This design comes from an exercise in tuning for small area on the open sky130 flow, not from production work.
The RTL was checked by simulation tests, not by an equivalence proof against the original design.

==> job 150 <==
// chen_cordic
module chen_cordic #(
    parameter ROTATE_TYPE = "ROTATE",
    parameter DATABITS = 17,
    parameter ITERATIONS = 16
)(
    input clk,
    input rst_n,
    input Validin,
    input signed [DATABITS-1:0] Xin,
    input signed [DATABITS-1:0] Yin,
    input signed [17:0] Ain,
    output Validout,
    output signed [DATABITS-1:0] Xout,
    output signed [DATABITS-1:0] Yout,
    output signed [17:0] Aout
);
==> flow/config.mk <==
export PLATFORM = sky130hd
export DESIGN_NAME = chen_cordic
export DESIGN_NICKNAME = chen_cordic
export VERILOG_FILES = /design/flow/design.v
export SDC_FILE = /design/flow/constraint.sdc
export NUM_CORES = 4
export LEC_CHECK = 0
export CAP_MARGIN = 20
export CORE_MARGIN = 2
export CORE_UTILIZATION = 76
export CTS_BUF_LIST = sky130_fd_sc_hd__clkbuf_8
export CTS_CLUSTER_DIAMETER = 60
export CTS_CLUSTER_SIZE = 20
export SLEW_MARGIN = 20
export SYNTH_HIERARCHICAL = 1
export SYNTH_MINIMUM_KEEP_SIZE = 0
==> flow/constraint.sdc <==
create_clock -name core_clock -period 6.5 [get_ports {clk}]
set_input_delay 1.3000 -clock core_clock [delete_from_list [all_inputs] [get_ports {clk}]]
set_output_delay 1.3000 -clock core_clock [all_outputs]
set_load 0.01 [all_outputs]
standard.sh (not shown) runs the stock make flow with config.mk's settings and CLKGATE_MAP_FILE= SYNTH_SCRIPT=/design/flow/synth_recipe.tcl, a recipe that flattens the netlist after the stock synthesis.
==> flow/flow/run.sh <==
#!/bin/bash
# The standard layout (the standard.sh, all steps), with one change: the buffer that
# placement puts on every input and output port is a plain sky130_fd_sc_hd__buf_1 instead of
# the cell buffer_ports picks by itself (a 10 um2 delay buffer). Every port still gets its buffer.
set -euo pipefail
export BUFFER_PORTS_ARGS="-buffer_cell sky130_fd_sc_hd__buf_1"
bash standard.sh > standard.log 2>&1
==> inputs of job 6139, as changes to job 150 <==
--- a/flow/config.mk
+++ b/flow/config.mk
@@ -9,3 +9,3 @@
 export CORE_MARGIN = 2
-export CORE_UTILIZATION = 76
+export CORE_UTILIZATION = 70
 export CTS_BUF_LIST = sky130_fd_sc_hd__clkbuf_8
==> inputs of job 245, as changes to job 150 <==
--- a/flow/config.mk
+++ b/flow/config.mk
@@ -9,3 +9,3 @@
 export CORE_MARGIN = 2
-export CORE_UTILIZATION = 76
+export CORE_UTILIZATION = 62
 export CTS_BUF_LIST = sky130_fd_sc_hd__clkbuf_8
==> qor summary <==
|  | job 6139 | job 150 | job 245 |
|---|---|---|---|
| Outcome | timing/DRC/antenna clean | timing/DRC/antenna clean | timing/DRC/antenna clean |
| Antenna violations before repair | 0 | 1 | 1 |
| Met1 Use GR | 31.5% | 34.8% | 27.1% |
| Detailed placer's ending HPWL | 45600 um | 47800 um | 45700 um |
| Area taken by flip-flops and latches | 12800 um2 | 12800 um2 | 12800 um2 |
| Final design utilization | 75.9% | 81.9% | 67.2% |
| Hold WS | 332 ps | 327 ps | 323 ps |
| Count of placed standard cells in the final layout, fillers left out | 3095 | 3067 | 3180 |
| FF-to-FF End | r6_n696_s | r4_n534_s | r4_n573_s |
| Fin crit share | 97.6% | 98.4% | 97.7% |
| Routed wirelength normalized by instance count | 17.6 um | 19.2 um | 17.0 um |
| Number of DRC markers after the initial detailed-route iteration | 635 | 710 | 525 |


==> inputs of job 9049 <==
Another version of the RTL of chen_cordic (not shown whole).
==> flow/config.mk <==
export PLATFORM = sky130hd
export DESIGN_NAME = chen_cordic
export DESIGN_NICKNAME = chen_cordic
export VERILOG_FILES = /design/flow/design.v
export SDC_FILE = /design/flow/constraint.sdc
export NUM_CORES = 4
export LEC_CHECK = 0
export CAP_MARGIN = 20
export CORE_MARGIN = 2
export CORE_UTILIZATION = 82
export CTS_BUF_LIST = sky130_fd_sc_hd__clkbuf_8
export CTS_CLUSTER_DIAMETER = 60
export CTS_CLUSTER_SIZE = 20
export SLEW_MARGIN = 20
export SYNTH_HIERARCHICAL = 1
export SYNTH_MINIMUM_KEEP_SIZE = 0
==> flow/constraint.sdc <==
create_clock -name core_clock -period 6.5 [get_ports {clk}]
set_input_delay 1.3000 -clock core_clock [delete_from_list [all_inputs] [get_ports {clk}]]
set_output_delay 1.3000 -clock core_clock [all_outputs]
set_load 0.01 [all_outputs]
Scripts as last shown in full above: flow/flow/run.sh
==> job 226 (differences from job 9049) <==
--- a/flow/config.mk
+++ b/flow/config.mk
@@ -8,8 +8,8 @@
 export CAP_MARGIN = 20
 export CORE_MARGIN = 2
-export CORE_UTILIZATION = 82
-export CTS_BUF_LIST = sky130_fd_sc_hd__clkbuf_8
-export CTS_CLUSTER_DIAMETER = 60
-export CTS_CLUSTER_SIZE = 20
+export CORE_UTILIZATION = 55
+export CTS_BUF_LIST = sky130_fd_sc_hd__clkbuf_16
+export CTS_CLUSTER_DIAMETER = 80
+export CTS_CLUSTER_SIZE = 32
 export SLEW_MARGIN = 20
 export SYNTH_HIERARCHICAL = 1
==> job 9192 (differences from job 9049) <==
--- a/flow/config.mk
+++ b/flow/config.mk
@@ -8,5 +8,5 @@
 export CAP_MARGIN = 20
 export CORE_MARGIN = 2
-export CORE_UTILIZATION = 82
+export CORE_UTILIZATION = 70
 export CTS_BUF_LIST = sky130_fd_sc_hd__clkbuf_8
 export CTS_CLUSTER_DIAMETER = 60
==> qor.csv <==
stage,metric,value,unit
outcome,status,timing/DRC/antenna clean,
global_route,grt_pass1_vias,19180,
clock_network,cts_setup_buffers,0,
cells_and_area,syn_to_final_growth,7.079,%
placed_design,dp_hpwl,48.04,mm
sta,setup_tns,0,ns
cells_and_area,postLayoutCoreUtil,75.63,%
The numbers above come from job 9192.

==> qor.csv <==
stage,metric,value,unit
cells_and_area,postLayoutCoreUtil,60.70,%
cells_and_area,syn_to_final_growth,8.993,%
clock_network,cts_buffers,37,
sta,setup_tns,0,ns
outcome,status,timing/DRC/antenna clean,
clock_network,cts_setup_buffers,0,
placed_design,dp_hpwl,49.30,mm
The numbers above come from job 226.

==> qor.csv <==
stage,metric,value,unit
global_route,grt_pass1_vias,20180,
outcome,status,"complete, but fails checks",
outcome,violations,negative setup slack,
sta,setup_viol,2,
placed_design,dp_hpwl,50.83,mm
sta,setup_slack,-0.06474,ns
The numbers above come from job 9049.

## re-timing with driven ports
The results above use ideal ports. As a check the final layouts listed here were re-extracted and re-timed, cells and wires unchanged.
Step 1 sets driving cells, clkbuf_16 on the clock port and buf_2 on the other inputs (assumed; they add their load-dependent delay and slew).
Step 2 moves the port delays by t, midway between the first and last clock arrival at a register: inputs arrive t later, outputs are due t later. That takes back most of the time a late clock gives input paths.
a / b / c = ideal / step 1 / step 2; a / b = the first two.
run	shift t [ns]	setup slack, ns	worst hold slack (ns)	latest minus earliest clock arrival (ns)	pins driven straight from the clock port
job 150	0.725	0.102 / 0.102 / 0.102	0.327 / 0.327 / 0.327	0.054 / 0.054	1
job 6139	0.706	0.159 / 0.159 / 0.159	0.332 / 0.332 / 0.332	0.034 / 0.033	1
job 245	0.716	0.151 / 0.151 / 0.151	0.323 / 0.323 / 0.323	0.048 / 0.048	1
job 9049	0.698	-0.065 / -0.065 / -0.065	0.303 / 0.303 / 0.303	0.047 / 0.048	1
job 226	0.630	0.164 / 0.164 / 0.164	0.327 / 0.327 / 0.327	0.048 / 0.048	1
job 9192	0.722	0.120 / 0.120 / 0.120	0.304 / 0.304 / 0.304	0.042 / 0.042	1
